Context: an optimization exercise on an open-source flow, tuned for small area. The choices shown serve that exercise and are no tape-out recipe.
Where RTL was checked, it was by simulation tests only, not by an equivalence proof against the original.
For run 1, only the layout was checked, not whether the RTL still works.
Power figures rest on the tool's default switching activity, not on a simulated workload.

<file path="run.sh">
#!/bin/bash
# synth_recipe.tcl (not shown) runs the flow's synth.tcl, then flattens the netlist and writes it again
# the make line also repeats each setting of config.mk as NAME=value (left out here)
make -C /OpenROAD-flow-scripts/flow DESIGN_CONFIG=/design/flow/config.mk WORK_HOME=/design/flow/orfs CLKGATE_MAP_FILE= SYNTH_SCRIPT=/design/flow/synth_recipe.tcl finish
</file>
<file path="config.mk">
export PLATFORM = sky130hd
export DESIGN_NAME = mips_exu
export DESIGN_NICKNAME = mips_exu
export VERILOG_FILES = /design/flow/design.v
export SDC_FILE = /design/flow/constraint.sdc
export NUM_CORES = 4
export LEC_CHECK = 0
export CAP_MARGIN = 20
export CORE_MARGIN = 2
export CORE_UTILIZATION = 55
export CTS_BUF_LIST = sky130_fd_sc_hd__clkbuf_8
export CTS_CLUSTER_DIAMETER = 80
export CTS_CLUSTER_SIZE = 16
export PLACE_DENSITY = 0.65
export SLEW_MARGIN = 20
export SYNTH_HIERARCHICAL = 1
export SYNTH_MINIMUM_KEEP_SIZE = 0
</file>
<file path="constraint.sdc">
create_clock -name core_clock -period 12.0 [get_ports {clk}]
set_input_delay 2.4000 -clock core_clock [delete_from_list [all_inputs] [get_ports {clk}]]
set_output_delay 2.4000 -clock core_clock [all_outputs]
set_load 0.01 [all_outputs]
</file>
<file path="design.v">
module exu_aoi222(input a1, b1, a2, b2, a3, b3, output y);
	assign y = ~((a1 & b1) | (a2 & b2) | (a3 & b3));
endmodule
module exu_mux2i(input a0, a1, s, output y);
	assign y = ~(s ? a1 : a0);
endmodule
module exu_xor2(input a, b, output y);
	assign y = a ^ b;
endmodule
module exu_xnor2(input a, b, output y);
	assign y = ~(a ^ b);
endmodule
module exu_nand2(input a, b, output y);
	assign y = ~(a & b);
endmodule
module exu_nand3(input a, b, c, output y);
	assign y = ~(a & b & c);
endmodule
module exu_nand4(input a, b, c, d, output y);
	assign y = ~(a & b & c & d);
endmodule
module exu_nand2b(input a_n, b, output y);
	assign y = a_n | ~b;
endmodule
module exu_inv(input a, output y);
	assign y = ~a;
endmodule
module exu_nor2(input a, b, output y);
	assign y = ~(a | b);
endmodule
module exu_rdbit(
	input  [32:0] d,
	input  [32:0] sel,
	output        q
);
	wire [10:0] n;
	genvar g;
	generate
		for (g = 0; g < 11; g = g + 1) begin : g_aoi
			exu_aoi222 u_aoi(
				.a1(sel[3*g]), .b1(d[3*g]), .a2(sel[3*g+1]), .b2(d[3*g+1]),
				.a3(sel[3*g+2]), .b3(d[3*g+2]), .y(n[g])
			);
		end
	endgenerate
	assign q = ~&n;
endmodule
module exu_alu(
	input  [5:0]  op,
	input  [5:0]  func,
	input  [4:0]  shamt,
	input  [31:0] x,
	input  [31:0] y,
	output [31:0] out,
	output        zero
);
	wire op_r  = (op == 6'd0);
	wire f_sll = op_r && func == 6'd0;
	wire f_srl = op_r && (func == 6'd2 || func == 6'd3);
	wire f_nor = op_r && func == 6'd27;
	wire f_add = op_r ? func == 6'd32 :
	             !(op == 6'd4 || op == 6'd10 || op == 6'd12 || op == 6'd13 || op == 6'd14);
	wire f_sub = op_r ? func == 6'd34 : op == 6'd4;
	wire f_or  = op_r ? func == 6'd37 : op == 6'd13;
	wire f_xor = op_r ? func == 6'd40 : op == 6'd14;
	wire f_slt = op_r ? func == 6'd42 : op == 6'd10;
	wire f_and = !(f_sll || f_srl || f_nor || f_add || f_sub || f_or || f_xor || f_slt);
	wire s_sum = f_add || f_sub;
	wire t_and = f_and || f_or;       
	wire t_xor = f_xor || f_or;       
	wire neg   = f_sub || f_slt;
	genvar i;
	wire [31:0] q, p, a, nr;
	generate
		for (i = 0; i < 32; i = i + 1) begin : g_bit
			exu_xor2  u_q(.a(x[i]), .b(y[i]), .y(q[i]));
			exu_xor2  u_p(.a(q[i]), .b(neg), .y(p[i]));
			exu_nor2  u_n(.a(x[i]), .b(y[i]), .y(nr[i]));
			exu_nor2  u_a(.a(q[i]), .b(nr[i]), .y(a[i]));    
		end
	endgenerate
	wire [31:0] sum;
	wire        cout;
	exu_adder u_add(.x(x), .p(p), .neg(neg), .sum(sum), .cout(cout));
	wire ltu = !cout;
	assign zero = ~|q;
	wire [31:0] sh [0:5];
	wire [4:0]  ns = ~shamt;
	generate
		for (i = 0; i < 32; i = i + 1) begin : g_rev
			exu_mux2i u_r(.a0(y[i]), .a1(y[31-i]), .s(f_sll), .y(sh[0][i]));
		end
		genvar l;
		for (l = 0; l < 5; l = l + 1) begin : g_lvl
			for (i = 0; i < 32; i = i + 1) begin : g_b
				if (i + (1 << l) < 32) begin : g_m
					exu_mux2i u_m(.a0(sh[l][i]), .a1(sh[l][i + (1 << l)]), .s(shamt[l]), .y(sh[l+1][i]));
				end else if (l % 2 == 0) begin : g_z0
					exu_nor2 u_z(.a(sh[l][i]), .b(shamt[l]), .y(sh[l+1][i]));
				end else begin : g_z1
					exu_nand2 u_z(.a(sh[l][i]), .b(ns[l]), .y(sh[l+1][i]));
				end
			end
		end
	endgenerate
	wire [31:0] r = sh[5];
	wire [31:0] o1, o2;
	generate
		for (i = 0; i < 32; i = i + 1) begin : g_out
			exu_aoi222 u_o1(.a1(s_sum), .b1(sum[i]), .a2(t_xor), .b2(q[i]), .a3(f_srl), .b3(r[i]), .y(o1[i]));
			exu_aoi222 u_o2(.a1(t_and), .b1(a[i]), .a2(f_nor), .b2(nr[i]), .a3(f_sll), .b3(r[31-i]), .y(o2[i]));
			if (i == 0) begin : g_slt
				assign out[i] = ~(o1[i] & o2[i]) | (f_slt & ltu);
			end else begin : g_n
				exu_nand2 u_o(.a(o1[i]), .b(o2[i]), .y(out[i]));
			end
		end
	endgenerate
endmodule
module exu_adder(
	input  [31:0] x,
	input  [31:0] p,
	input         neg,
	output [31:0] sum,
	output        cout
);
	wire nc2;
	wire nc5;
	wire ni6;
	wire nc10;
	wire nc13;
	wire ni14;
	wire nc18;
	wire nc21;
	wire ni22;
	wire nc26;
	wire pn29;
	wire g31;
	wire nc33;
	wire nc35;
	wire nc37;
	wire ni38;
	wire nc41;
	wire nc44;
	wire ni45;
	wire nc49;
	wire nc52;
	wire ni53;
	wire pn57;
	wire g59;
	wire nc61;
	wire nc63;
	wire nc65;
	wire nc67;
	wire nc70;
	wire nc73;
	wire ni74;
	wire nc78;
	wire pn81;
	wire g83;
	wire nc85;
	wire nc87;
	wire nc89;
	wire ni90;
	wire nc93;
	wire nc96;
	wire ni97;
	wire nc101;
	wire nc104;
	wire ni105;
	wire pn109;
	wire g111;
	wire nc113;
	wire nc115;
	wire nc117;
	wire nc119;
	wire nc122;
	wire nc125;
	wire ni126;
	wire nc130;
	wire pn133;
	wire g135;
	wire nc137;
	wire nc139;
	wire nc141;
	wire ni142;
	wire nc145;
	wire nc148;
	wire ni149;
	wire nc153;
	wire nc156;
	wire ni157;
	wire pn161;
	wire g163;
	wire nc165;
	wire nc167;
	wire nc169;
	wire nc171;
	wire nc174;
	wire nc177;
	wire ni178;
	wire nc182;
	wire pn185;
	wire g187;
	wire nc189;
	wire nc191;
	wire nc193;
	wire ni194;
	wire nc197;
	exu_xor2 u1(.a(p[0]), .b(neg), .y(sum[0]));
	exu_mux2i u3(.a0(x[0]), .a1(neg), .s(p[0]), .y(nc2));
	exu_xnor2 u4(.a(p[1]), .b(nc2), .y(sum[1]));
	exu_inv u7(.a(x[1]), .y(ni6));
	exu_mux2i u8(.a0(ni6), .a1(nc2), .s(p[1]), .y(nc5));
	exu_xor2 u9(.a(p[2]), .b(nc5), .y(sum[2]));
	exu_mux2i u11(.a0(x[2]), .a1(nc5), .s(p[2]), .y(nc10));
	exu_xnor2 u12(.a(p[3]), .b(nc10), .y(sum[3]));
	exu_inv u15(.a(x[3]), .y(ni14));
	exu_mux2i u16(.a0(ni14), .a1(nc10), .s(p[3]), .y(nc13));
	exu_xor2 u17(.a(p[4]), .b(nc13), .y(sum[4]));
	exu_mux2i u19(.a0(x[4]), .a1(nc13), .s(p[4]), .y(nc18));
	exu_xnor2 u20(.a(p[5]), .b(nc18), .y(sum[5]));
	exu_inv u23(.a(x[5]), .y(ni22));
	exu_mux2i u24(.a0(ni22), .a1(nc18), .s(p[5]), .y(nc21));
	exu_xor2 u25(.a(p[6]), .b(nc21), .y(sum[6]));
	exu_mux2i u27(.a0(x[6]), .a1(nc21), .s(p[6]), .y(nc26));
	exu_xnor2 u28(.a(p[7]), .b(nc26), .y(sum[7]));
	exu_nand4 u30(.a(p[4]), .b(p[5]), .c(p[6]), .d(p[7]), .y(pn29));
	exu_nand2b u32(.a_n(p[4]), .b(x[4]), .y(g31));
	exu_mux2i u34(.a0(ni22), .a1(g31), .s(p[5]), .y(nc33));
	exu_mux2i u36(.a0(x[6]), .a1(nc33), .s(p[6]), .y(nc35));
	exu_inv u39(.a(x[7]), .y(ni38));
	exu_mux2i u40(.a0(ni38), .a1(nc35), .s(p[7]), .y(nc37));
	exu_mux2i u42(.a0(nc13), .a1(nc37), .s(pn29), .y(nc41));
	exu_xnor2 u43(.a(p[8]), .b(nc41), .y(sum[8]));
	exu_inv u46(.a(x[8]), .y(ni45));
	exu_mux2i u47(.a0(ni45), .a1(nc41), .s(p[8]), .y(nc44));
	exu_xor2 u48(.a(p[9]), .b(nc44), .y(sum[9]));
	exu_mux2i u50(.a0(x[9]), .a1(nc44), .s(p[9]), .y(nc49));
	exu_xnor2 u51(.a(p[10]), .b(nc49), .y(sum[10]));
	exu_inv u54(.a(x[10]), .y(ni53));
	exu_mux2i u55(.a0(ni53), .a1(nc49), .s(p[10]), .y(nc52));
	exu_xor2 u56(.a(p[11]), .b(nc52), .y(sum[11]));
	exu_nand4 u58(.a(p[8]), .b(p[9]), .c(p[10]), .d(p[11]), .y(pn57));
	exu_nor2 u60(.a(p[8]), .b(ni45), .y(g59));
	exu_mux2i u62(.a0(x[9]), .a1(g59), .s(p[9]), .y(nc61));
	exu_mux2i u64(.a0(ni53), .a1(nc61), .s(p[10]), .y(nc63));
	exu_mux2i u66(.a0(x[11]), .a1(nc63), .s(p[11]), .y(nc65));
	exu_mux2i u68(.a0(nc41), .a1(nc65), .s(pn57), .y(nc67));
	exu_xor2 u69(.a(p[12]), .b(nc67), .y(sum[12]));
	exu_mux2i u71(.a0(x[12]), .a1(nc67), .s(p[12]), .y(nc70));
	exu_xnor2 u72(.a(p[13]), .b(nc70), .y(sum[13]));
	exu_inv u75(.a(x[13]), .y(ni74));
	exu_mux2i u76(.a0(ni74), .a1(nc70), .s(p[13]), .y(nc73));
	exu_xor2 u77(.a(p[14]), .b(nc73), .y(sum[14]));
	exu_mux2i u79(.a0(x[14]), .a1(nc73), .s(p[14]), .y(nc78));
	exu_xnor2 u80(.a(p[15]), .b(nc78), .y(sum[15]));
	exu_nand4 u82(.a(p[12]), .b(p[13]), .c(p[14]), .d(p[15]), .y(pn81));
	exu_nand2b u84(.a_n(p[12]), .b(x[12]), .y(g83));
	exu_mux2i u86(.a0(ni74), .a1(g83), .s(p[13]), .y(nc85));
	exu_mux2i u88(.a0(x[14]), .a1(nc85), .s(p[14]), .y(nc87));
	exu_inv u91(.a(x[15]), .y(ni90));
	exu_mux2i u92(.a0(ni90), .a1(nc87), .s(p[15]), .y(nc89));
	exu_mux2i u94(.a0(nc67), .a1(nc89), .s(pn81), .y(nc93));
	exu_xnor2 u95(.a(p[16]), .b(nc93), .y(sum[16]));
	exu_inv u98(.a(x[16]), .y(ni97));
	exu_mux2i u99(.a0(ni97), .a1(nc93), .s(p[16]), .y(nc96));
	exu_xor2 u100(.a(p[17]), .b(nc96), .y(sum[17]));
	exu_mux2i u102(.a0(x[17]), .a1(nc96), .s(p[17]), .y(nc101));
	exu_xnor2 u103(.a(p[18]), .b(nc101), .y(sum[18]));
	exu_inv u106(.a(x[18]), .y(ni105));
	exu_mux2i u107(.a0(ni105), .a1(nc101), .s(p[18]), .y(nc104));
	exu_xor2 u108(.a(p[19]), .b(nc104), .y(sum[19]));
	exu_nand4 u110(.a(p[16]), .b(p[17]), .c(p[18]), .d(p[19]), .y(pn109));
	exu_nor2 u112(.a(p[16]), .b(ni97), .y(g111));
	exu_mux2i u114(.a0(x[17]), .a1(g111), .s(p[17]), .y(nc113));
	exu_mux2i u116(.a0(ni105), .a1(nc113), .s(p[18]), .y(nc115));
	exu_mux2i u118(.a0(x[19]), .a1(nc115), .s(p[19]), .y(nc117));
	exu_mux2i u120(.a0(nc93), .a1(nc117), .s(pn109), .y(nc119));
	exu_xor2 u121(.a(p[20]), .b(nc119), .y(sum[20]));
	exu_mux2i u123(.a0(x[20]), .a1(nc119), .s(p[20]), .y(nc122));
	exu_xnor2 u124(.a(p[21]), .b(nc122), .y(sum[21]));
	exu_inv u127(.a(x[21]), .y(ni126));
	exu_mux2i u128(.a0(ni126), .a1(nc122), .s(p[21]), .y(nc125));
	exu_xor2 u129(.a(p[22]), .b(nc125), .y(sum[22]));
	exu_mux2i u131(.a0(x[22]), .a1(nc125), .s(p[22]), .y(nc130));
	exu_xnor2 u132(.a(p[23]), .b(nc130), .y(sum[23]));
	exu_nand4 u134(.a(p[20]), .b(p[21]), .c(p[22]), .d(p[23]), .y(pn133));
	exu_nand2b u136(.a_n(p[20]), .b(x[20]), .y(g135));
	exu_mux2i u138(.a0(ni126), .a1(g135), .s(p[21]), .y(nc137));
	exu_mux2i u140(.a0(x[22]), .a1(nc137), .s(p[22]), .y(nc139));
	exu_inv u143(.a(x[23]), .y(ni142));
	exu_mux2i u144(.a0(ni142), .a1(nc139), .s(p[23]), .y(nc141));
	exu_mux2i u146(.a0(nc119), .a1(nc141), .s(pn133), .y(nc145));
	exu_xnor2 u147(.a(p[24]), .b(nc145), .y(sum[24]));
	exu_inv u150(.a(x[24]), .y(ni149));
	exu_mux2i u151(.a0(ni149), .a1(nc145), .s(p[24]), .y(nc148));
	exu_xor2 u152(.a(p[25]), .b(nc148), .y(sum[25]));
	exu_mux2i u154(.a0(x[25]), .a1(nc148), .s(p[25]), .y(nc153));
	exu_xnor2 u155(.a(p[26]), .b(nc153), .y(sum[26]));
	exu_inv u158(.a(x[26]), .y(ni157));
	exu_mux2i u159(.a0(ni157), .a1(nc153), .s(p[26]), .y(nc156));
	exu_xor2 u160(.a(p[27]), .b(nc156), .y(sum[27]));
	exu_nand4 u162(.a(p[24]), .b(p[25]), .c(p[26]), .d(p[27]), .y(pn161));
	exu_nor2 u164(.a(p[24]), .b(ni149), .y(g163));
	exu_mux2i u166(.a0(x[25]), .a1(g163), .s(p[25]), .y(nc165));
	exu_mux2i u168(.a0(ni157), .a1(nc165), .s(p[26]), .y(nc167));
	exu_mux2i u170(.a0(x[27]), .a1(nc167), .s(p[27]), .y(nc169));
	exu_mux2i u172(.a0(nc145), .a1(nc169), .s(pn161), .y(nc171));
	exu_xor2 u173(.a(p[28]), .b(nc171), .y(sum[28]));
	exu_mux2i u175(.a0(x[28]), .a1(nc171), .s(p[28]), .y(nc174));
	exu_xnor2 u176(.a(p[29]), .b(nc174), .y(sum[29]));
	exu_inv u179(.a(x[29]), .y(ni178));
	exu_mux2i u180(.a0(ni178), .a1(nc174), .s(p[29]), .y(nc177));
	exu_xor2 u181(.a(p[30]), .b(nc177), .y(sum[30]));
	exu_mux2i u183(.a0(x[30]), .a1(nc177), .s(p[30]), .y(nc182));
	exu_xnor2 u184(.a(p[31]), .b(nc182), .y(sum[31]));
	exu_nand4 u186(.a(p[28]), .b(p[29]), .c(p[30]), .d(p[31]), .y(pn185));
	exu_nand2b u188(.a_n(p[28]), .b(x[28]), .y(g187));
	exu_mux2i u190(.a0(ni178), .a1(g187), .s(p[29]), .y(nc189));
	exu_mux2i u192(.a0(x[30]), .a1(nc189), .s(p[30]), .y(nc191));
	exu_inv u195(.a(x[31]), .y(ni194));
	exu_mux2i u196(.a0(ni194), .a1(nc191), .s(p[31]), .y(nc193));
	exu_mux2i u198(.a0(nc171), .a1(nc193), .s(pn185), .y(nc197));
	exu_inv u_co(.a(nc197), .y(cout));
endmodule
module mips_exu (
	input         clk,
	input         rst_n,
	input         in_valid,
	input  [31:0] in_instr,
	output reg        res_valid,
	output reg [31:0] res_data,
	output reg        res_zero
);
	wire [5:0]  op    = in_instr[31:26];
	wire [4:0]  rs    = in_instr[25:21];
	wire [4:0]  rt    = in_instr[20:16];
	wire [4:0]  rd    = in_instr[15:11];
	wire [4:0]  shamt = in_instr[10:6];
	wire [5:0]  func  = in_instr[5:0];
	wire [15:0] imm   = in_instr[15:0];
	wire op_r    = (op == 6'd0);
	wire imm_sext = (op == 6'd8) || (op == 6'd10) || (op == 6'd35) || (op == 6'd43);
	wire imm_zext = (op == 6'd12) || (op == 6'd13) || (op == 6'd14);
	wire use_imm  = imm_sext || imm_zext;
	wire writes   = op_r || (op == 6'd8) || (op == 6'd10) || imm_zext;
	wire wen      = in_valid && writes;
	wire [4:0] wreg = op_r ? rd : rt;
	wire [31:0] imm_ext = {{16{imm[15] & ~imm_zext}}, imm};
	reg  [31:0] regs [0:31];
	reg  [31:0] valid;
	wire [31:0] alu_out;
	wire [31:0] busX, busY;
	wire [31:0] selX = valid & (32'd1 << rs);
	wire [31:0] selY = valid & (32'd1 << rt) & {32{!use_imm}};
	genvar g;
	generate
		for (g = 0; g < 32; g = g + 1) begin : g_rd
			wire [31:0] col;
			genvar k;
			for (k = 0; k < 32; k = k + 1) begin : g_col
				assign col[k] = regs[k][g];
			end
			exu_rdbit u_rx(.d({col[31], col}), .sel({selX[31], selX}), .q(busX[g]));
			exu_rdbit u_ry(.d({imm_ext[g], col}), .sel({use_imm, selY}), .q(busY[g]));
		end
	endgenerate
	generate
		for (g = 0; g < 32; g = g + 1) begin : g_reg
			wire we = wen && (wreg == g);
			always @(posedge clk)
				if (we) regs[g] <= alu_out;
			always @(posedge clk or negedge rst_n)
				if (!rst_n)
					valid[g] <= 1'b0;
				else if (we)
					valid[g] <= 1'b1;
		end
	endgenerate
	wire alu_zero;
	exu_alu u_alu(
		.op(op), .func(func), .shamt(shamt), .x(busX), .y(busY),
		.out(alu_out), .zero(alu_zero)
	);
	always @(posedge clk or negedge rst_n) begin
		if (!rst_n)
			res_valid <= 1'b0;
		else
			res_valid <= in_valid;
	end
	always @(posedge clk) begin
		res_data <= alu_out;
		res_zero <= alu_zero;
	end
endmodule
</file>
==> run summary, run 1 <==
Worst hold path:
- The path class of the tightest hold or removal check is flop to flop.

Global routing:
- The first global-routing pass estimated 260000 um of wire.
- Entering global routing, the biggest net connects 51 pins.
- The number of antenna violations at the first check in global routing is 15.
- The via count of the first global-routing pass is 34700.
- The total global routing track utilization is 41.3%.
- The total congestion overflow after global routing is 0.

Placed design:
- The instance count after placement with tap cells included is 4263.
- The count of buffers added on input and output ports is 68.
- Once placement finished, the instance area stood at 50900 um^2.
- The congestion estimate from routability-driven global placement came to 1.03.
- The HPWL after detailed placement is 117000 um.

Setup path:
- For the worst setup path, the data arrival time is approximately 11 ns.
- The category of the worst setup path launch point is an input pin.
- The critical path contains buffers and inverters numbering 3 combined.
- The slowest stage of the critical path is the sky130_fd_sc_hd__clkdlybuf4s50_1 cell.
- The critical path data required time is 12.31 ns.
- The worst setup path is captured at a flop.
- The top cell family by delay on the critical path is multiplexers.
- The startpoint-to-endpoint class of the critical path is input pin to flop.
- In this design, the critical path's most frequently occurring cell is sky130_fd_sc_hd__mux2i_1.
- The delay of the slowest cell on the worst path is 0.72 ns.
- In this run the worst path has a maximum fanout of 33.

Clock tree:
- The post-cts sizing count is 0.
- TritonCTS built the clock tree.
- The number of buffers inserted to repair setup after CTS is 0.
- The number of sinks handled by clock tree synthesis is 1090.
- The number of levels in the clock H-tree is 3.
- The tree is rooted in a sky130_fd_sc_hd__clkbuf_8.
- The clock-pin slew on the worst setup and hold paths is 0.11 ns.
- For the worst-skew pair, the clock arrives at the later sink with an insertion delay of 0.80 ns.
- The TritonCTS buffer count is 80.
- The quantity of hold-fixing buffers added after cts is 0.
- In this run the deepest clock path goes through 3 buffers.

Finish:
- The relative area change from synthesis to final layout is 10.8%.
- The final non-filler cell area is 52300 um^2.
- The net total in the final layout is 3237.
- The post-route netlist has 12.1% of its cells at a drive strength greater than 1.
- The total of fill cells in the finished design is between 6000 and 7000.
- The finished layout holds 4417 standard cells, fillers aside.

Job:
- The tool flagged a number of max-cap violations equal to 0.

Status:
- The flow ran to the end and the layout has no timing, DRC or antenna violations.

Logic synthesis:
- After synthesis, the mean cell area works out to about 16 um^2.
- The number of distinct library cells after synthesis is 66.
- The share of Yosys cell area claimed by the top area cell type is 65.1%.
- Synthesis handed over a netlist of 2914 instances.
- Counting flops with a built-in enable in the synthesized netlist gives ~1000.
- After synthesis, the cell types taking the most area are sky130_fd_sc_hd__edfxtp_1 (65%), sky130_fd_sc_hd__a222oi_1 (16%), sky130_fd_sc_hd__mux2i_1 (4.5%).
- The part of the Yosys area used for sequential elements is 68.3%.
- In this run the cell area of the synthesized design comes to 47200 um^2.
- The library cell with the largest summed area after synthesis is sky130_fd_sc_hd__edfxtp_1.
- The count of state elements after synthesis is between 1000 and 1500.
- Of all flip-flops after synthesis, the portion carrying an async set or reset was under 10%.
- For this run, the number of Yosys warnings is 9.
- The net count of the mapped netlist is ~2900.
- The prevailing post-synth register cell is sky130_fd_sc_hd__edfxtp_1.

Timing:
- The number of max-slew violations in the final report is 0.
- The timing-limited maximum frequency is 91.1 MHz.
- At the pin with the least slew margin, the transition time is roughly 1.3 ns.
- Of the available clock period, the critical path in the final layout requires 91.5%.
- The number of endpoints with negative hold slack in the final report is 0.
- The clock arrives with 0.0652 ns of skew.
- The worst relative slew slack is 15.9%.
- Setup repair after global routing left no endpoint under its margin.
- The smallest clock period supported by the final layout is computed as around 11 ns.
- The setup violation total in the final timing report is 0.
- The setup TNS is 0 ns.

Detailed routing:
- The detailed-route wire length per cell is 42.6 um.
- The detailed-router iteration count before antenna repair is 17.
- The DRC marker count from the first detailed-route iteration is 10700.
- The total wire length after detailed routing is roughly 190000 um.
- In the routed layout, each cell is associated on average with a via count of 8.37.
- After detailed routing, the number of remaining DRC violations is 0.
- The number of nets with antenna violations after routing is 0.
- The number of vias after detailed routing is 37000.

Power and ir drop:
- Across the VDD grid, the largest voltage drop is 0.125 mV.
- The power per unit of standard cell area is 164 nW/um^2.
- The standby leakage power is 17.3 nW.
- Power comes to ~8.6 mW.

Floorplan:
- The core region is 85100 um^2.
- The placement row count is 107.
- In this run the vertical extent of the chip is 297 um.
- slightly below 70 I/O pins were placed.
- The effective utilization at floorplan is between 50% and 60%.
- The die area is 88200 um^2.
- The die width is 297 um.
## routing by layer
metal | vias up | global-route usage, % | routed length [um]
li1 | 14400 | - | -
met1 | 18100 | 55.1 | 63000
met2 | 3832 | 59.0 | 78300
met3 | 655 | 11.9 | 31700
met4 | 10 | 27.8 | 15200
met5 | - | 0 | 69
## final timing paths
kind / slack [ns] / to / from / cells after the start
worst max-delay path: 1.02 / regs[3][31] / in_instr[28] / 28
worst min-delay path: 0.51 / valid[5] / valid[5] / 2
max in group asynchronous: 9.61 / valid[8] / rst_n / 2
min in group asynchronous: 2.05 / valid[1] / rst_n / 2
worst min register to register: 0.51 / valid[5] / valid[5] / 2
worst max register to register: 4.03 / regs[3][31] / valid[23] / 23
## Yosys stat by module, one instance, submodules excluded, excerpt
module,copies in the design,cells
exu_xnor2,16,1
exu_nand2,41,1
exu_alu,1,51
exu_aoi222,768,1
exu_inv,17,1
exu_rdbit,64,4
## metrics by stage
| stage | util (%) | setup WS, ns | hold slack, ns |
|---|---|---|---|
| 6_report | 61.5 | 1.02 | 0.509 |
| 5_1_grt | 61.4 | 0.527 | 0.526 |
| 4_1_cts | 61.4 | 1.40 | 0.503 |
| 3_5_place_dp | 59.7 | 0.569 | 0.479 |
| 3_3_place_gp | 59.7 | 0.849 | 0.468 |
| 2_1_floorplan | - | 1.14 | 0.441 |
## synthesized netlist by cell type (3+ instances only)
| master | n |
|---|---|
| sky130_fd_sc_hd__a211o_1 | 3 |
| sky130_fd_sc_hd__a222oi_1 | 768 |
| sky130_fd_sc_hd__a31o_2 | 13 |
| sky130_fd_sc_hd__a31oi_1 | 3 |
| sky130_fd_sc_hd__a31oi_2 | 3 |
| sky130_fd_sc_hd__and3_1 | 33 |
| sky130_fd_sc_hd__buf_2 | 7 |
| sky130_fd_sc_hd__buf_4 | 4 |
| sky130_fd_sc_hd__buf_6 | 6 |
| sky130_fd_sc_hd__clkbuf_1 | 7 |
| sky130_fd_sc_hd__dfrtp_1 | 33 |
| sky130_fd_sc_hd__dfxtp_1 | 33 |
| sky130_fd_sc_hd__edfxtp_1 | 1024 |
| sky130_fd_sc_hd__inv_1 | 45 |
| sky130_fd_sc_hd__mux2i_1 | 214 |
| sky130_fd_sc_hd__nand2_1 | 78 |
| sky130_fd_sc_hd__nand2b_1 | 7 |
| sky130_fd_sc_hd__nand3_1 | 71 |
| sky130_fd_sc_hd__nand4_1 | 141 |
| sky130_fd_sc_hd__nor2_1 | 108 |
| sky130_fd_sc_hd__nor2b_1 | 3 |
| sky130_fd_sc_hd__nor3_1 | 31 |
| sky130_fd_sc_hd__nor3_2 | 12 |
| sky130_fd_sc_hd__nor3b_1 | 3 |
| sky130_fd_sc_hd__nor4_1 | 29 |
| sky130_fd_sc_hd__o21a_1 | 3 |
| sky130_fd_sc_hd__o21ai_1 | 3 |
| sky130_fd_sc_hd__o31ai_1 | 14 |
| sky130_fd_sc_hd__o31ai_2 | 7 |
| sky130_fd_sc_hd__or2_2 | 3 |
| sky130_fd_sc_hd__or3_1 | 64 |
| sky130_fd_sc_hd__xnor2_1 | 16 |
| sky130_fd_sc_hd__xor2_1 | 81 |
## worst reg2reg max path, stage by stage, from the launching register on
cell	delay, ns
sky130_fd_sc_hd__dfrtp_1	0.43
sky130_fd_sc_hd__and3_1	0.41
sky130_fd_sc_hd__buf_4	0.40
sky130_fd_sc_hd__a222oi_1	0.39
sky130_fd_sc_hd__nand4_1	0.23
sky130_fd_sc_hd__or3_1	0.52
sky130_fd_sc_hd__xor2_1	0.34
sky130_fd_sc_hd__xor2_1	0.31
sky130_fd_sc_hd__mux2i_1	0.16
sky130_fd_sc_hd__mux2i_1	0.29
sky130_fd_sc_hd__mux2i_1	0.17
sky130_fd_sc_hd__mux2i_1	0.37
sky130_fd_sc_hd__mux2i_1	0.22
sky130_fd_sc_hd__mux2i_1	0.35
sky130_fd_sc_hd__mux2i_1	0.23
sky130_fd_sc_hd__mux2i_1	0.35
sky130_fd_sc_hd__mux2i_1	0.26
sky130_fd_sc_hd__mux2i_1	0.38
sky130_fd_sc_hd__mux2i_1	0.19
sky130_fd_sc_hd__mux2i_1	0.27
sky130_fd_sc_hd__mux2i_1	0.14
sky130_fd_sc_hd__xnor2_1	0.15
sky130_fd_sc_hd__a222oi_1	0.33
sky130_fd_sc_hd__nand2_1	0.61
## where the power goes
group,total [mW],leakage [nW],switching [mW],internal [mW]
sequential,4.85,9.86,0.0273,4.82
clock,1.90,0.928,1.24,0.659
combinational,1.82,6.50,1.36,0.451
## state kept, by name (all words and copies together) (netlist names)
| register | count |
|---|---|
| regs | 1024 |
| res_data | 32 |
| res_valid | 1 |
| res_zero | 1 |
| valid | 32 |
## final cells by class
cell class                      instances  area, um^2  area share, %
Timing Repair Buffer                  232        1920           3.67
Inverter                               45         169          0.323
Multi-Input combinational cell       1753       15100           28.9
Sequential cell                      1090       32200           61.6
Clock inverter                         65         323          0.617
Tap cell                             1144        1430           2.74
Antenna cell                            6        15.0         0.0287
Clock buffer                           82        1130           2.16
## placed cells by master, fill, tap and decap left out, types with 16 or more instances in the layout
| cell | instances |
|---|---|
| sky130_fd_sc_hd__nor3_2 | 31 |
| sky130_fd_sc_hd__a222oi_1 | 768 |
| sky130_fd_sc_hd__mux2i_1 | 214 |
| sky130_fd_sc_hd__nor4_2 | 20 |
| sky130_fd_sc_hd__xor2_1 | 81 |
| sky130_fd_sc_hd__dfrtp_1 | 33 |
| sky130_fd_sc_hd__clkdlybuf4s50_1 | 63 |
| sky130_fd_sc_hd__edfxtp_1 | 1024 |
| sky130_fd_sc_hd__clkbuf_8 | 82 |
| sky130_fd_sc_hd__nand3_1 | 71 |
| sky130_fd_sc_hd__xnor2_1 | 16 |
| sky130_fd_sc_hd__nor2_1 | 102 |
| sky130_fd_sc_hd__dfxtp_1 | 33 |
| sky130_fd_sc_hd__or3_1 | 64 |
| sky130_fd_sc_hd__nand4_1 | 141 |
| sky130_fd_sc_hd__nand2_1 | 75 |
| sky130_fd_sc_hd__and3_1 | 20 |
| sky130_fd_sc_hd__buf_4 | 161 |
| sky130_fd_sc_hd__inv_1 | 98 |
## cells by family after synthesis
group / share of synthesized area, %
AOI/OAI and AO/OA: 17.6
DFF: 68.3
buffers and inverters: 0.710
muxes: 4.54
xor gates and xnor gates: 1.80
and+or+nand+nor: 7.05
==> run 2, diff against run 1 <==
--- a/design.v
+++ b/design.v
@@ -30,2 +30,8 @@
 endmodule
+module exu_and3(input a, b, c, output y);
+	assign y = a & b & c;
+endmodule
+module exu_or2(input a, b, output y);
+	assign y = a | b;
+endmodule
 module exu_rdbit(
@@ -351,24 +357,30 @@
 	reg  [31:0] regs [0:31];
-	reg  [31:0] valid;
+	reg  [31:0] valid;            
 	wire [31:0] alu_out;
 	wire [31:0] busX, busY;
-	wire [31:0] selX = valid & (32'd1 << rs);
-	wire [31:0] selY = valid & (32'd1 << rt) & {32{!use_imm}};
+	wire [3:0] loX, loY, nloW;
+	wire [7:0] hiX, hiY, nhiW;
 	genvar g;
 	generate
-		for (g = 0; g < 32; g = g + 1) begin : g_rd
-			wire [31:0] col;
-			genvar k;
-			for (k = 0; k < 32; k = k + 1) begin : g_col
-				assign col[k] = regs[k][g];
-			end
-			exu_rdbit u_rx(.d({col[31], col}), .sel({selX[31], selX}), .q(busX[g]));
-			exu_rdbit u_ry(.d({imm_ext[g], col}), .sel({use_imm, selY}), .q(busY[g]));
+		for (g = 0; g < 4; g = g + 1) begin : g_lo
+			assign loX[g]  = (rs[1:0] == g);
+			assign loY[g]  = (rt[1:0] == g);
+			assign nloW[g] = ~(wreg[1:0] == g);
+		end
+		for (g = 0; g < 8; g = g + 1) begin : g_hi
+			assign hiX[g]  = (rs[4:2] == g);
+			assign hiY[g]  = (rt[4:2] == g && !use_imm);
+			assign nhiW[g] = ~(wreg[4:2] == g && wen);
 		end
 	endgenerate
+	wire [31:0] selX, selY, we;
 	generate
 		for (g = 0; g < 32; g = g + 1) begin : g_reg
-			wire we = wen && (wreg == g);
+			exu_and3 u_sx(.a(valid[g]), .b(hiX[g/4]), .c(loX[g%4]), .y(selX[g]));
+			exu_and3 u_sy(.a(valid[g]), .b(hiY[g/4]), .c(loY[g%4]), .y(selY[g]));
+			exu_nor2 u_we(.a(nhiW[g/4]), .b(nloW[g%4]), .y(we[g]));
+			wire valid_d;
+			exu_or2  u_vd(.a(we[g]), .b(valid[g]), .y(valid_d));
 			always @(posedge clk)
-				if (we) regs[g] <= alu_out;
+				if (we[g]) regs[g] <= alu_out;
 			always @(posedge clk or negedge rst_n)
@@ -376,4 +388,15 @@
 					valid[g] <= 1'b0;
-				else if (we)
-					valid[g] <= 1'b1;
+				else
+					valid[g] <= valid_d;
+		end
+	endgenerate
+	generate
+		for (g = 0; g < 32; g = g + 1) begin : g_rd
+			wire [31:0] col;
+			genvar k;
+			for (k = 0; k < 32; k = k + 1) begin : g_col
+				assign col[k] = regs[k][g];
+			end
+			exu_rdbit u_rx(.d({col[31], col}), .sel({selX[31], selX}), .q(busX[g]));
+			exu_rdbit u_ry(.d({imm_ext[g], col}), .sel({use_imm, selY}), .q(busY[g]));
 		end
--- a/config.mk
+++ b/config.mk
@@ -7,5 +7,5 @@
 export LEC_CHECK = 0
-export CAP_MARGIN = 20
+export CAP_MARGIN = 10
 export CORE_MARGIN = 2
-export CORE_UTILIZATION = 55
+export CORE_UTILIZATION = 50
 export CTS_BUF_LIST = sky130_fd_sc_hd__clkbuf_8
@@ -13,4 +13,4 @@
 export CTS_CLUSTER_SIZE = 16
-export PLACE_DENSITY = 0.65
-export SLEW_MARGIN = 20
+export PLACE_DENSITY = 0.6
+export SLEW_MARGIN = 10
 export SYNTH_HIERARCHICAL = 1
==> run summary, run 2 <==
Status:
- The run finished with no timing, DRC or antenna violations.

Floorplan:
- The die width is 309 um.
- The number of top-level pins is 69.
- The die covers approximately 96000 um^2.
- The placement row count is 112.
- The effective utilization at floorplan is 50.2%.
- The overall die height is 309 um.
- The core region is 92900 um^2.

Finish:
- The most frequent standard cell in the layout excluding fill and tap cells is sky130_fd_sc_hd__edfxtp_1.
- The net count of the finished layout is 3210.
- Relative to the synthesized area, the layout overhead comes to 11.6%.
- The fraction of layout cells with a size suffix above 1 is 10.8%.
- In the final layout, the registers with the most flip-flops are regs (1024), res_data (32), valid (32).
- The top cell types in the final layout, fill and taps aside, are sky130_fd_sc_hd__edfxtp_1 (1024), sky130_fd_sc_hd__a222oi_1 (768), sky130_fd_sc_hd__mux2i_1 (214), sky130_fd_sc_hd__buf_4 (187), sky130_fd_sc_hd__nand4_1 (137).
- The number of flip-flops under the largest register name is 1024.
- The register with the most flip-flops is regs.

Worst hold path:
- The startpoint identified for the worst hold timing path is valid[28].
- The number of instances on the worst hold path is 1.
- The tightest min-delay check is of the flop to flop type.

Logic synthesis:
- Sequential cells were found to cover between 60% and 70% of the synthesized design area.
- The number of enable-type register cells in the synthesized netlist is 1024.
- Summing every instance area after synthesis gives 46700 um^2.
- In the synthesized netlist the async set-or-reset flop fraction comes to just over 3%.
- The synthesized design contains ~1100 register bits.
- Of the post-synthesis cell area, the part taken by muxes is 4.59%.
- The post-synthesis share of cell area spent on full adders, half adders and majority gates is 0%.
- The number of distinct library cells after synthesis is 54.
- The average instance in the mapped netlist occupies between 15 and 20 um^2.
- The net count of the mapped netlist is 2875.
- The cell count after synthesis came out at 2840.
- The simple-gate share of the synthesized area is slightly above 7%.
- The most repeated cell in the gate-level netlist after synthesis is sky130_fd_sc_hd__edfxtp_1.
- The library cell with the largest summed area after synthesis is sky130_fd_sc_hd__edfxtp_1.
- The share of synthesized area in the top cell type comes to between 60% and 70%.
- The prevailing post-synth register cell is sky130_fd_sc_hd__edfxtp_1.
- The complex-gate fraction of the synthesized area is roughly 17%.
- The number of warning messages in the yosys log is 9.
- After Yosys synthesis, XOR and XNOR cells account for 1.82% of the synthesized area.
- The commonest cells after synthesis are sky130_fd_sc_hd__edfxtp_1 (1024), sky130_fd_sc_hd__a222oi_1 (768), sky130_fd_sc_hd__mux2i_1 (214), sky130_fd_sc_hd__nand4_1 (137), sky130_fd_sc_hd__nor2_1 (133).
- After synthesis, the largest family of logic cells by area is compound AO/OA/AOI/OAI gates.
- By area the synthesized netlist is led by sky130_fd_sc_hd__edfxtp_1 (66%), sky130_fd_sc_hd__a222oi_1 (16%), sky130_fd_sc_hd__mux2i_1 (4.6%).

Clock tree:
- Once the clock tree was built, the setup fixing pass inserted 0 buffers.
- The TritonCTS clock tree is done.
- The number of sinks handled by clock tree synthesis is 1090.
- Clock tree synthesis inserted a total of 79 buffers.
- The clock-pin slew on the worst setup and hold paths is 0.11 ns.
- The post-cts sizing count is 0.
- The H-tree was split into 3 levels.
- The maximum clock path buffer count is 3.
- The clock latency on the worst-skew pair is 0.79 ns.
- The quantity of hold-fixing buffers added after cts is 0.
- CTS placed an instance of sky130_fd_sc_hd__clkbuf_8 at the clock tree root.

Global routing:
- The first global-routing pass estimated approximately 260000 um of wire.
- The total global routing track utilization is 38.9%.
- The largest net degree at the start of global routing is a little under 50.
- The total congestion overflow after global routing is 0.
- The number of antenna violations at the first check in global routing was 31.
- The via count of the first global-routing pass was 33400.

Setup path:
- The arrival time at the worst endpoint is 11.65 ns.
- The startpoint identified for the worst register-to-register timing path is valid[15].
- The logic depth of the worst register-to-register path is 23.
- STA classifies the critical path startpoint as an input pin.
- STA puts the critical path data required time at about 12 ns.
- Across all register-to-register paths, the minimum setup slack is 4.17 ns.
- The startpoint-to-endpoint class of the critical path is input pin to flop.
- The top fanout value on the critical path is 33.
- The worst setup path startpoint is in_instr[26].
- The worst setup path is captured at a flop.

Timing:
- The setup TNS is 0 ns.
- The worst setup skew after layout is 0.0616 ns.
- The worst relative slew slack is roughly 15%.
- The worst path uses 93.0% of the clock period.
- The slew at the pin with the worst max-slew slack is 1.28 ns.
- The number of max-slew violations in the final report was 0.
- The timing-limited maximum frequency is 89.6 MHz.
- Setup repair after global routing left no endpoint under its margin.
- Setup violations remaining at the end of the flow were counted as 0.
- For the finished layout, the period the worst path requires is between 10 and 15 ns.
- The number of endpoints with negative hold slack in the final report is 0.
- The final critical-path setup slack is 0.834 ns.

Job:
- The max capacitance violation total is 0.

Detailed routing:
- The number of vias after detailed routing is 36000.
- The number of nets with antenna violations after routing is 0.
- Wires add up to 190000 um.
- The total DRC errors in the routed layout is 0.
- The DRC marker count from the first detailed-route iteration is 9943.
- Dividing the detail-routed via count by the number of cells gives roughly 8.0.
- The detailed-router iteration count before antenna repair is 14.
- After detailed routing, the average wire length per cell comes to 42.2 um.

Power and ir drop:
- The power per unit of standard cell area is 134 nW/um^2.
- IR analysis of the VDD net gives a maximum drop of 0.0942 mV.
- The analysis attributes to cell leakage a power of 17.7 nW.

Placed design:
- The number of port buffers is 68.
- The weighted congestion at the end of routability-driven global placement is about 0.99.
- At the placement stage, the worst setup path has a slack of 0.535 ns.
- The detailed placer's ending HPWL is roughly 130000 um.
-- run 2: changes by cell type after synthesis, sizes merged, moves of 7 or more --
| cell | change |
|---|---|
| nor3 | -38 |
| or2 | +33 |
| and3 | +32 |
| nand2 | -27 |
| nor2 | +25 |
| inv | -22 |
| o31ai | -22 |
| buf | -15 |
| a31o | -13 |
| nor4 | -13 |
| o221ai | +8 |
| clkbuf | -7 |
-- run 2: cell families after synthesis --
logic type             count (synthesis)
flip-flops                          1090
AO/OA/AOI/OAI                        799
AND/OR/NAND/NOR                      613
multiplexers                         214
XOR/XNOR                              97
buffers and inverters                 27
-- run 2: final cells by class --
type | instances | area [um^2]
flip-flops and latches | 1090 | 32200
multi-input cells | 1723 | 14600
clock inverters | 63 | 289
fillers | 7400 | 40800
well taps | 1254 | 1570
clock buffers | 81 | 1110
repair buffers | 258 | 2120
inverters | 23 | 86.3
diodes | 11 | 27.5
-- run 2: per-module statistics from Yosys (local to each module, per instance), excerpt --
module | times used | cells inside | flip-flops and latches
mips_exu | 1 | 1170 | 1090
exu_rdbit | 64 | 4 | 0
exu_mux2i | 214 | 1 | 0
exu_aoi222 | 768 | 1 | 0
exu_xnor2 | 16 | 1 | 0
exu_xor2 | 80 | 1 | 0
exu_or2 | 32 | 1 | 0
exu_nand2b | 4 | 1 | 0
exu_nand4 | 7 | 1 | 0
exu_and3 | 64 | 1 | 0
exu_inv | 17 | 1 | 0
exu_nand2 | 41 | 1 | 0
exu_nor2 | 120 | 1 | 0
-- run 2: layer usage --
layer | up-vias | share of wire (%) | track usage, %
li1 | 14200 | - | -
met3 | 558 | 14 | 10.7
met1 | 18000 | 35 | 51.8
met5 | - | 0.067 | 0
met4 | 20 | 6.5 | 21.2
met2 | 3257 | 44 | 58.1
-- run 2: worst paths after layout --
kind	endpoint
hold / removal	valid[28]
hold reg to reg	valid[28]
min in group asynchronous	valid[2]
max in group asynchronous	res_valid
setup reg to reg	regs[28][31]
setup / recovery	regs[28][31]
-- run 2: report_power, final --
group          internal [mW]  leakage, nW  total [mW]  switching (mW)
logic                  0.192         6.71       0.761           0.569
clock network          0.643        0.903        1.87            1.23
registers               4.35         10.1        4.37          0.0155
total                   5.19         17.7        7.00            1.81
-- run 2: stage by stage --
step | power [mW] | utilization [%] | area [um^2] | cells | hold WS, ns
floorplan | 4.78 | - | 46700 | 2840 | 0.440
finish | 7.00 | 56.0 | 52100 | 4503 | 0.493
detailed placement | 5.19 | 54.5 | 50600 | 4348 | 0.462
global route | 7.18 | 56.0 | 52100 | 4494 | 0.504
CTS | 7.00 | 56.0 | 52000 | 4492 | 0.488
global placement | 5.18 | 54.5 | 50600 | 4348 | 0.456
-- run 2: worst max-delay path: stages --
cell and delay, ns:
sky130_fd_sc_hd__clkdlybuf4s50_1 0.84, sky130_fd_sc_hd__a211oi_2 0.35, sky130_fd_sc_hd__nor4_1 1.00, sky130_fd_sc_hd__and3_1 1.04, sky130_fd_sc_hd__a222oi_1 0.33, sky130_fd_sc_hd__nand4_1 0.34
sky130_fd_sc_hd__or3_1 0.27, sky130_fd_sc_hd__xor2_1 0.32, sky130_fd_sc_hd__xor2_1 0.29, sky130_fd_sc_hd__mux2i_1 0.31, sky130_fd_sc_hd__mux2i_1 0.16, sky130_fd_sc_hd__mux2i_1 0.24
sky130_fd_sc_hd__mux2i_1 0.18, sky130_fd_sc_hd__mux2i_1 0.39, sky130_fd_sc_hd__mux2i_1 0.24, sky130_fd_sc_hd__mux2i_1 0.36, sky130_fd_sc_hd__mux2i_1 0.23, sky130_fd_sc_hd__mux2i_1 0.45
sky130_fd_sc_hd__mux2i_1 0.26, sky130_fd_sc_hd__mux2i_1 0.29, sky130_fd_sc_hd__mux2i_1 0.16, sky130_fd_sc_hd__mux2i_1 0.20, sky130_fd_sc_hd__xnor2_1 0.10, sky130_fd_sc_hd__a222oi_1 0.37
sky130_fd_sc_hd__nand2_1 0.19, sky130_fd_sc_hd__buf_4 0.29
==> run 3, diff against run 2 <==
--- a/design.v
+++ b/design.v
@@ -33,2 +33,5 @@
 endmodule
+module exu_ao22(input a1, b1, a2, b2, output y);
+	assign y = (a1 & b1) | (a2 & b2);
+endmodule
 module exu_or2(input a, b, output y);
@@ -375,3 +378,3 @@
 	endgenerate
-	wire [31:0] selX, selY, we;
+	wire [31:0] selX, selY, we, nwe;
 	generate
@@ -381,6 +384,12 @@
 			exu_nor2 u_we(.a(nhiW[g/4]), .b(nloW[g%4]), .y(we[g]));
+			exu_or2  u_nwe(.a(nhiW[g/4]), .b(nloW[g%4]), .y(nwe[g]));
 			wire valid_d;
 			exu_or2  u_vd(.a(we[g]), .b(valid[g]), .y(valid_d));
+			wire [31:0] regs_d;
+			genvar k;
+			for (k = 0; k < 32; k = k + 1) begin : g_hold
+				exu_ao22 u_h(.a1(we[g]), .b1(alu_out[k]), .a2(nwe[g]), .b2(regs[g][k]), .y(regs_d[k]));
+			end
 			always @(posedge clk)
-				if (we[g]) regs[g] <= alu_out;
+				regs[g] <= regs_d;
 			always @(posedge clk or negedge rst_n)
==> run summary, run 3 <==
Placed design:
- The detailed placer's ending HPWL is 145000 um.
- The number of port buffers is 68.
- The weighted congestion at the end of routability-driven global placement is around 1.1.
- The post-detailed-placement cell area is 49300 um^2.

Logic synthesis:
- By area the synthesized netlist is led by sky130_fd_sc_hd__dfxtp_1 (46%), sky130_fd_sc_hd__a22o_1 (20%), sky130_fd_sc_hd__a222oi_1 (17%).
- After synthesis, the most frequently instantiated cells are sky130_fd_sc_hd__dfxtp_1 (1057), sky130_fd_sc_hd__a22o_1 (1024), sky130_fd_sc_hd__a222oi_1 (768), sky130_fd_sc_hd__mux2i_1 (214), sky130_fd_sc_hd__nand4_1 (137).
- The library cell with the largest summed area after synthesis is sky130_fd_sc_hd__dfxtp_1.
- The part of the Yosys area used for sequential elements is about half.
- The share of Yosys cell area claimed by the top area cell type is 46.4%.
- Counting every instance in the synthesized netlist gives roughly 4000.
- The number of enable-type register cells in the synthesized netlist is 0.
- After synthesis the netlist holds a flip-flop and latch count of 1090.
- Counting distinct cell types in the post-synthesis netlist gives 54.
- By instance count, the leading cell after synthesis is sky130_fd_sc_hd__dfxtp_1.
- The net count of the mapped netlist is 3931.
- The mean cell area of the mapped netlist is 11.7 um^2.
- Summing every instance area after synthesis gives about 46000 um^2.
- The number of warning messages in the yosys log is 10.
- The async set-reset flop share out of synthesis is roughly 3%.
- The prevailing post-synth register cell is sky130_fd_sc_hd__dfxtp_1.

Timing:
- The setup violation total in the final timing report is 0.
- Setup repair after global routing left no endpoint under its margin.
- The number of max-slew violations in the final report was 0.
- The number of endpoints with negative hold slack in the final report is 0.
- For the pin with the worst max-slew slack, the measured transition is 1.40 ns.
- The worst relative slew slack is approximately 6.5%.
- The tightest hold path in the finished design has a slack of between 0.4 and 0.5 ns.
- On the final layout, the worst clock skew is 0.0560 ns.
- Adding up every negative setup slack in the final design gives 0 ns.
- Timing would allow up to 90.0 MHz.
- The share of the cycle needed by the critical path after routing is roughly 93%.
- The time the worst path needs with I/O delays and setup is 11.11 ns.

Global routing:
- The via count of the first global-routing pass is 43700.
- The first global-routing pass estimated 325000 um of wire.
- The largest net degree at the start of global routing is 42.
- The number of antenna violations at the first check in global routing came to 35.
- Across every metal layer, demand over resource in global routing totals 47.3%.
- After global routing the overflow that remains totals 0.

Detailed routing:
- The number of nets with antenna violations after routing is 0.
- The detailed-router iteration count before antenna repair is 13.
- The number of vias after detailed routing is approximately 47000.
- The DRC marker count from the first detailed-route iteration is 12900.
- The total DRC errors in the routed layout is 0.
- Dividing the detail-routed via count by the number of cells gives just under 9.
- After detailed routing, the average wire length per cell comes to 43.0 um.
- The final layout contains routed wiring with a total length of 233000 um.

Setup path:
- STA classifies the critical path startpoint as an input pin.
- The library cell contributing the largest single delay on the critical path is sky130_fd_sc_hd__and3_1.
- The arrival time at the worst endpoint is 11.81 ns.
- In this run the register-to-register setup slack is 3.93 ns.
- The largest single stage delay on the critical path is 1.12 ns.
- The critical path crosses 28 cells after its start point.
- The capturing element of the worst setup path is regs[29][31].
- The logic depth of the worst register-to-register path is 23.
- In this design, the critical path's most frequently occurring cell is sky130_fd_sc_hd__mux2i_1.
- The combined buffer and inverter count along the critical path is 3.
- The startpoint-to-endpoint class of the critical path is input pin to flop.
- The capture instance of the worst register-to-register path is regs[29][31].
- The top fanout value on the critical path is 21.
- The worst setup path startpoint is in_instr[31].
- The worst setup path is captured at a flop.
- The critical path data required time is 12.70 ns.
- The top cell family by delay on the critical path is multiplexers.
- The launching point of the worst reg2reg path is valid[18].

Status:
- The flow ran to the end and the layout has no timing, DRC or antenna violations.

Finish:
- The finished cells cover 50600 um^2.
- Leaving out fill and tap cells, the most frequent cell in the layout is sky130_fd_sc_hd__dfxtp_1.
- In the layout the commonest cells are sky130_fd_sc_hd__dfxtp_1 (1057), sky130_fd_sc_hd__a22o_1 (1024), sky130_fd_sc_hd__a222oi_1 (768), sky130_fd_sc_hd__mux2i_1 (214), sky130_fd_sc_hd__buf_4 (168).
- The number of flip-flops under the largest register name is 1024.
- The net total in the final layout is 4247.
- The largest registers in the layout are regs (1024), res_data (32), valid (32).
- The fraction of layout cells with a size suffix above 1 is around 8.5%.
- The register with the most flip-flops is regs.
- The total of fill cells in the finished design is 7697.
- The relative area change from synthesis to final layout is 11.0%.

Clock tree:
- After clock tree synthesis, the clock-pin slew on the worst setup and hold paths is approximately 0.12 ns.
- The maximum clock path buffer count is 3.
- The number of gates resized after CTS was 0.
- The TritonCTS buffer count is 79.
- In this run, post-CTS hold repair placed 0 buffers.
- The number of buffers inserted to repair setup after CTS is 0.
- The clock latency on the worst-skew pair is 0.83 ns.
- TritonCTS built the clock tree.
- The tree is rooted in a sky130_fd_sc_hd__clkbuf_8.
- The number of sinks handled by clock tree synthesis is 1090.
- CTS built an H-tree with a depth of 3.

Power and ir drop:
- For this design the ratio of total power to cell area is about 120 nW/um^2.
- The standby leakage power is between 15 and 20 nW.
- VDD sags by at most 0.0877 mV.

Job:
- The max capacitance violation total is 0.

Floorplan:
- The placement row count is 110.
- The total area inside the core boundary comes to ~90000 um^2.
- The die area is 93600 um^2.
- The effective utilization at floorplan is 50.6%.
- The number of top-level pins is 69.
- The overall die height is around 310 um.
- The die width is roughly 300 um.

Worst hold path:
- The class of the worst hold path is flop to flop.
## run 3: changes by cell type after synthesis
cell,change
sky130_fd_sc_hd__edfxtp_1,-1024
sky130_fd_sc_hd__a22o_1,+1024
sky130_fd_sc_hd__or2_1,+32
sky130_fd_sc_hd__dfxtp_1,+1024
## run 3: worst min path at each step
stage,slack [ns],cells past startpoint,from,end
floorplan,0.44,1,valid[0],valid[0]
global placement,0.45,1,valid[17],valid[17]
detailed placement,0.46,1,valid[19],valid[19]
CTS,0.49,1,valid[19],valid[19]
global route,0.50,1,valid[19],valid[19]
finish,0.49,1,valid[7],valid[7]
## run 3: cell type report
| cell class | instances | area, um^2 | area share, % |
|---|---|---|---|
| clock inverter | 20 | 154 | 0.304 |
| tap | 1176 | 1470 | 2.91 |
| multi-input combinational | 2779 | 23800 | 47.1 |
| clock buffer | 80 | 1100 | 2.18 |
| inverter | 23 | 86.3 | 0.171 |
| sequential | 1090 | 22000 | 43.4 |
| timing repair buffer | 239 | 1960 | 3.88 |
| antenna | 12 | 30.0 | 0.0593 |
## run 3: modules after synthesis (local to each module, per instance), a selection
module,cells inside,times used,flops+latches,area [um^2]
exu_alu,51,1,0,334
exu_and3,1,64,0,6.26
exu_ao22,1,1024,0,8.76
exu_inv,1,17,0,3.75
exu_nand2,1,41,0,3.75
exu_or2,1,64,0,6.26
exu_rdbit,4,64,0,23.8
exu_xnor2,1,16,0,8.76
exu_xor2,1,80,0,8.76
mips_exu,1170,1,1090,22500
## run 3: power breakdown
group | leakage (nW) | total, mW | switching (mW) | internal (mW)
logic | 9.37 | 0.356 | 0.249 | 0.107
clock network | 0.675 | 1.88 | 1.24 | 0.640
registers | 8.97 | 3.71 | 0.0402 | 3.67
## run 3: per-layer routing
layer,up-vias,share of wire (%),GRT usage (%)
met5,-,0.076,0
met4,26,8.0,29.7
met3,1022,18,20.6
met2,4937,39,65.7
met1,23000,35,59.9
li1,18400,-,-
## run 3: through the flow
step | std cells | setup WS [ns] | power, mW | util, %
floorplan | 3896 | 0.988 | 3.94 | -
global route | 5410 | 0.725 | 6.07 | 56.1
detailed placement | 5305 | 0.677 | 4.12 | 54.7
CTS | 5405 | 1.48 | 5.91 | 56.1
finish | 5419 | 0.893 | 5.95 | 56.1
global placement | 5305 | 0.841 | 4.11 | 54.7
## run 3: kinds of logic after synthesis
family | synth area share [%]
AO/OA/AOI/OAI | 37.1
flip-flops | 48.2
AND/OR/NAND/NOR | 7.88
multiplexers | 4.70
XOR/XNOR | 1.86
buffers and inverters | 0.239
==> run 4, diff against run 3 <==
==> flow/run.sh (new file) <==
#!/bin/bash
# The standard layout (standard.sh, the standard flow's own ORFS run) with two changes
# to how cells are added after synthesis:
#  - ports are buffered with the smallest buffer rather than ORFS's default,
#  - clock tree synthesis runs without dummy loads (the clock is far from
#    critical, so the skew they balance does not matter).
# make's full output goes to flow_make.log here; each ORFS step also keeps its
# own log under orfs/logs/.
set -euo pipefail
bash standard.sh \
	"BUFFER_PORTS_ARGS=-buffer_cell sky130_fd_sc_hd__buf_1" \
	"CTS_ARGS=-sink_clustering_enable -repair_clock_nets -dont_use_dummy_load -buf_list sky130_fd_sc_hd__clkbuf_8 -sink_clustering_size 16 -sink_clustering_max_diameter 80" \
	finish > flow_make.log 2>&1
==> standard.sh (new file) <==
#!/bin/bash
# synth_recipe.tcl (not shown) runs the flow's synth.tcl, then flattens the netlist and writes it again
# the make line also repeats each setting of config.mk as NAME=value (left out here)
make -C /OpenROAD-flow-scripts/flow DESIGN_CONFIG=/design/flow/config.mk WORK_HOME=/design/flow/orfs CLKGATE_MAP_FILE= SYNTH_SCRIPT=/design/flow/synth_recipe.tcl "${@:-finish}"
--- a/config.mk
+++ b/config.mk
@@ -13,3 +13,3 @@
 export CTS_CLUSTER_SIZE = 16
-export PLACE_DENSITY = 0.6
+export PLACE_DENSITY = 0.65
 export SLEW_MARGIN = 10
removed: run.sh
==> run summary, run 4 <==
Clock tree:
- The post-cts sizing count is 0.
- The clock passes through at most 3 buffers.
- The quantity of hold-fixing buffers added after cts is 0.
- Clock-pin slew was measured on the worst setup and hold paths at 0.10 ns.
- For the worst-skew pair, the clock arrives at the later sink with an insertion delay of 0.76 ns.
- The number of buffers inserted to repair setup after CTS is 0.
- The tree built by TritonCTS fans out to 1090 sinks.
- The TritonCTS clock tree is done.
- The number of levels in the clock H-tree is 3.
- The tree is rooted in a sky130_fd_sc_hd__clkbuf_8.
- The TritonCTS buffer count is 79.

Detailed routing:
- The length of routed wiring on met1 is slightly above 80000 um.
- The met3 layer wire length in the routed design is 36600 um.
- The detailed-route wire length per cell is 39.5 um.
- Detailed routing inserted a total of 45400 vias.
- For this block, the initial DRC count from the detailed router was about 12000.
- After detailed routing, the number of vias per cell comes to about 8.4.
- The first TritonRoute pass finished after 17 iterations.
- The detailed-routed wire length on met2 is roughly 80000 um.
- The number of nets with antenna violations after routing is 0.
- Routed signal wires occupy layers up through met5.
- After detailed routing, the number of remaining DRC violations is 0.
- For this block, the routed nets add up to 213000 um of wire.

Finish:
- The library cell used most frequently in the layout, excluding fill and tap cells, is sky130_fd_sc_hd__dfxtp_1.
- Counting flops per register, the top entry is regs.
- The largest registers in the layout are regs (1024), res_data (32), valid (32).
- The fraction of layout cells with a size suffix above 1 is under 10%.
- The final non-filler cell area is 50000 um^2.
- Leaving out fill and tap cells, the most frequent cells in the layout are sky130_fd_sc_hd__dfxtp_1 (1057), sky130_fd_sc_hd__a22o_1 (1024), sky130_fd_sc_hd__a222oi_1 (768), sky130_fd_sc_hd__mux2i_1 (214), sky130_fd_sc_hd__buf_4 (163).
- The number of flip-flops under the largest register name is 1024.
- Compared with the post-synthesis result, the final layout area differs by 9.65%.
- After the last flow step, the layout net total stands at roughly 4200.

Global routing:
- The number of antenna violations at the first check in global routing is 6.
- The total global routing track utilization is 43.2%.
- The largest net degree at the start of global routing is 53.
- Summed over all layers, the global routing overflow is 0.
- The global-route wire length before repair is between 200000 and 300000 um.
- The via count of the first global-routing pass is ~40000.

Floorplan:
- The effective utilization at floorplan is 50.6%.
- The area of the placeable core is 90100 um^2.
- After floorplanning, the core was divided into 110 placement rows.
- The overall die height is 306 um.
- The floorplan step set the die width to 306 um.
- During I/O placement, the number of pins put on the boundary was 69.
- The die covers 93600 um^2.

Setup path:
- Data on the critical path is required at its endpoint by approximately 13 ns.
- STA puts the critical path data arrival time at 11.95 ns.
- STA classifies the critical path startpoint as an input pin.
- The nature of the critical path endpoint is a flop.
- The critical path is of the input pin to flop type.
- The setup check on the worst reg-to-reg path leaves a slack of about 3.7 ns.
- The top fanout value on the critical path is 33.

Logic synthesis:
- Summed over all instances, the cell type with the most area after synthesis is sky130_fd_sc_hd__dfxtp_1.
- The area of the mapped netlist is 45600 um^2.
- The mean cell area of the mapped netlist is 11.7 um^2.
- Yosys attributes the largest share of cell area to sky130_fd_sc_hd__dfxtp_1 (46%), sky130_fd_sc_hd__a22o_1 (20%), sky130_fd_sc_hd__a222oi_1 (17%).
- The synthesized netlist cell count is 3896.
- Of all flip-flops after synthesis, the portion carrying an async set or reset was 3.03%.
- Ranked by instance count, the synthesized netlist is headed by sky130_fd_sc_hd__dfxtp_1 (1057), sky130_fd_sc_hd__a22o_1 (1024), sky130_fd_sc_hd__a222oi_1 (768), sky130_fd_sc_hd__mux2i_1 (214), sky130_fd_sc_hd__nand4_1 (137).
- Of the synthesized area, sequential elements account for 48.2%.
- When the netlist entered floorplanning its net count stood at roughly 3900.
- sky130_fd_sc_hd__dfxtp_1 is the most common cell in the netlist.
- Among all flip-flop cells after synthesis, the most frequent one is sky130_fd_sc_hd__dfxtp_1.
- The number of distinct library cells after synthesis is 54.
- The share of Yosys cell area claimed by the top area cell type is 46.4%.
- The number of warning messages in the yosys log is 10.
- The number of enable-type register cells in the synthesized netlist is 0.
- The count of state elements after synthesis is 1090.

Timing:
- At the pin with the least slew margin, the transition time is ~1.4 ns.
- The number of endpoints with negative hold slack in the final report is 0.
- Setup repair after global routing left no endpoint under its margin.
- Clock skew on the completed layout was measured at around 0.1 ns.
- Dividing the final minimum period by the clock period gives a little over nine tenths.
- Setup violations remaining at the end of the flow were counted as 0.
- The timing-limited maximum frequency is roughly 88 MHz.
- Headroom to the max-slew limit came out at 6.32%.
- For the finished layout, the period the worst path requires is 11.30 ns.
- The number of max-slew violations in the final report is 0.
- The worst hold margin is 0.493 ns.
- Setup total negative slack on the finished layout was measured at 0 ns.

Placed design:
- Buffers placed on the I/O ports in this run total 68.
- The post-detailed-placement cell area is 48900 um^2.
- The weighted congestion at the end of routability-driven global placement is 1.08.
- The detailed placer's ending HPWL is 132000 um.

Power and ir drop:
- The total power is roughly 5.8 mW.
- Power spread over the standard cell area amounts to ~120 nW/um^2.
- The standby leakage power is between 15 and 20 nW.
- The worst-case IR drop observed on VDD is 0.0944 mV.

Status:
- The flow ran to the end and the layout has no timing, DRC or antenna violations.

Job:
- The max capacitance violation total is 0.

Worst hold path:
- The class of the worst hold path is flop to flop.
## run 4: cell counts after synthesis
No cell type changed its count.
## run 4: worst max-delay path, cell delays in order
cell	delay (ns)
sky130_fd_sc_hd__buf_1	0.34
sky130_fd_sc_hd__nand2_1	0.17
sky130_fd_sc_hd__nor4b_2	0.90
sky130_fd_sc_hd__nor4_1	0.26
sky130_fd_sc_hd__and3_2	0.58
sky130_fd_sc_hd__a222oi_1	0.54
sky130_fd_sc_hd__nand4_1	0.33
sky130_fd_sc_hd__or3_1	0.55
sky130_fd_sc_hd__xor2_1	0.42
sky130_fd_sc_hd__xor2_1	0.29
sky130_fd_sc_hd__mux2i_1	0.16
sky130_fd_sc_hd__mux2i_1	0.35
sky130_fd_sc_hd__mux2i_1	0.17
sky130_fd_sc_hd__mux2i_1	0.55
sky130_fd_sc_hd__mux2i_1	0.36
sky130_fd_sc_hd__mux2i_1	0.37
sky130_fd_sc_hd__mux2i_1	0.19
sky130_fd_sc_hd__mux2i_1	0.33
sky130_fd_sc_hd__mux2i_1	0.24
sky130_fd_sc_hd__mux2i_1	0.62
sky130_fd_sc_hd__mux2i_1	0.24
sky130_fd_sc_hd__mux2i_1	0.26
sky130_fd_sc_hd__mux2i_1	0.13
sky130_fd_sc_hd__xnor2_1	0.15
sky130_fd_sc_hd__a222oi_1	0.31
sky130_fd_sc_hd__nand2_1	0.15
sky130_fd_sc_hd__buf_4	0.29
sky130_fd_sc_hd__a22o_1	0.25
## run 4: cell type report
type / count / area (um^2)
fill: 7797 / 40200
multi-input combinational: 2779 / 23800
sequential: 1090 / 22000
timing repair buffer: 231 / 1490
tap: 1176 / 1470
clock buffer: 79 / 1090
inverter: 23 / 86.3
antenna: 4 / 10.0
## run 4: metal layers
| metal | vias to the layer above | global-route usage, % |
|---|---|---|
| li1 | 18300 | - |
| met1 | 22100 | 60.0 |
| met2 | 4283 | 55.5 |
| met3 | 698 | 16.3 |
| met4 | 6 | 26.8 |
| met5 | - | 0.103 |
## run 4: kinds of logic (layout without fill, tap and decap cells)
logic type	count (synthesis)	in the layout	share of synthesized area, %
AO/OA/AOI/OAI	1823	1823	37.1
flip-flops	1090	1090	48.2
AND/OR/NAND/NOR	645	645	7.88
multiplexers	214	214	4.70
XOR/XNOR	97	97	1.86
buffers and inverters	27	333	0.239
other	0	4	0
## run 4: where the power goes
group / total, mW / internal, mW / switching, mW
registers: 3.71 / 3.67 / 0.0385
logic: 0.329 / 0.0934 / 0.236
clock network: 1.79 / 0.593 / 1.19
## run 4: worst paths after layout
| path | to | from | cells after the start |
|---|---|---|---|
| setup / recovery | regs[1][31] | in_instr[27] | 28 |
| hold / removal | valid[20] | valid[20] | 1 |
| setup reg to reg | regs[1][31] | valid[8] | 24 |
| hold reg to reg | valid[20] | valid[20] | 1 |
| max in group asynchronous | valid[16] | rst_n | 1 |
| min in group asynchronous | valid[13] | rst_n | 1 |
## run 4: per-module statistics from Yosys, one instance, submodules excluded, excerpt
module | times used | flip-flops and latches | cells inside
exu_alu | 1 | 0 | 51
exu_mux2i | 214 | 0 | 1
exu_rdbit | 64 | 0 | 4
exu_nand2 | 41 | 0 | 1
exu_nand2b | 4 | 0 | 1
exu_inv | 17 | 0 | 1
exu_nor2 | 120 | 0 | 1
exu_or2 | 64 | 0 | 1
exu_nand4 | 7 | 0 | 1
exu_ao22 | 1024 | 0 | 1
exu_and3 | 64 | 0 | 1
exu_xor2 | 80 | 0 | 1
mips_exu | 1 | 1090 | 1170
## run 4: per-stage QoR
step	worst slack, ns	std cells	utilization (%)
finish	0.699	5382	55.4
global route	0.477	5379	55.4
CTS	1.48	5378	55.4
detailed placement	0.713	5299	54.2
global placement	0.982	5299	54.2
floorplan	0.988	3896	-

[afterwards: timing with drivers on the ports]
Ports are ideal in the flow. The routed layouts listed here were re-timed in OpenROAD. Step 1 assumes that a clkbuf_16 drives the clock port and a buf_2 every other input. Step 2 moves the port delays by t, midway between the first and last clock arrival at a register: inputs arrive t later, outputs are due t later. That takes back most of the time a late clock gives input paths. Slacks: ideal / step 1 / step 2; pairs: ideal / step 1.
run | t (ns) | setup slack, ns | pins driven straight from the clock port
run 1 | 0.833 | 1.023 / 1.062 / 0.229 | 1
run 2 | 0.828 | 0.834 / 0.818 / -0.009 | 1
run 3 | 0.871 | 0.893 / 0.932 / 0.061 | 1
run 4 | 0.786 | 0.699 / 0.747 / -0.039 | 1
Met with ideal ports but missed after step 2: setup timing in run 2 and run 4. For run 2, which loses most, drivers alone change the setup slack by -0.016 ns; drivers and shift together by -0.843 ns.
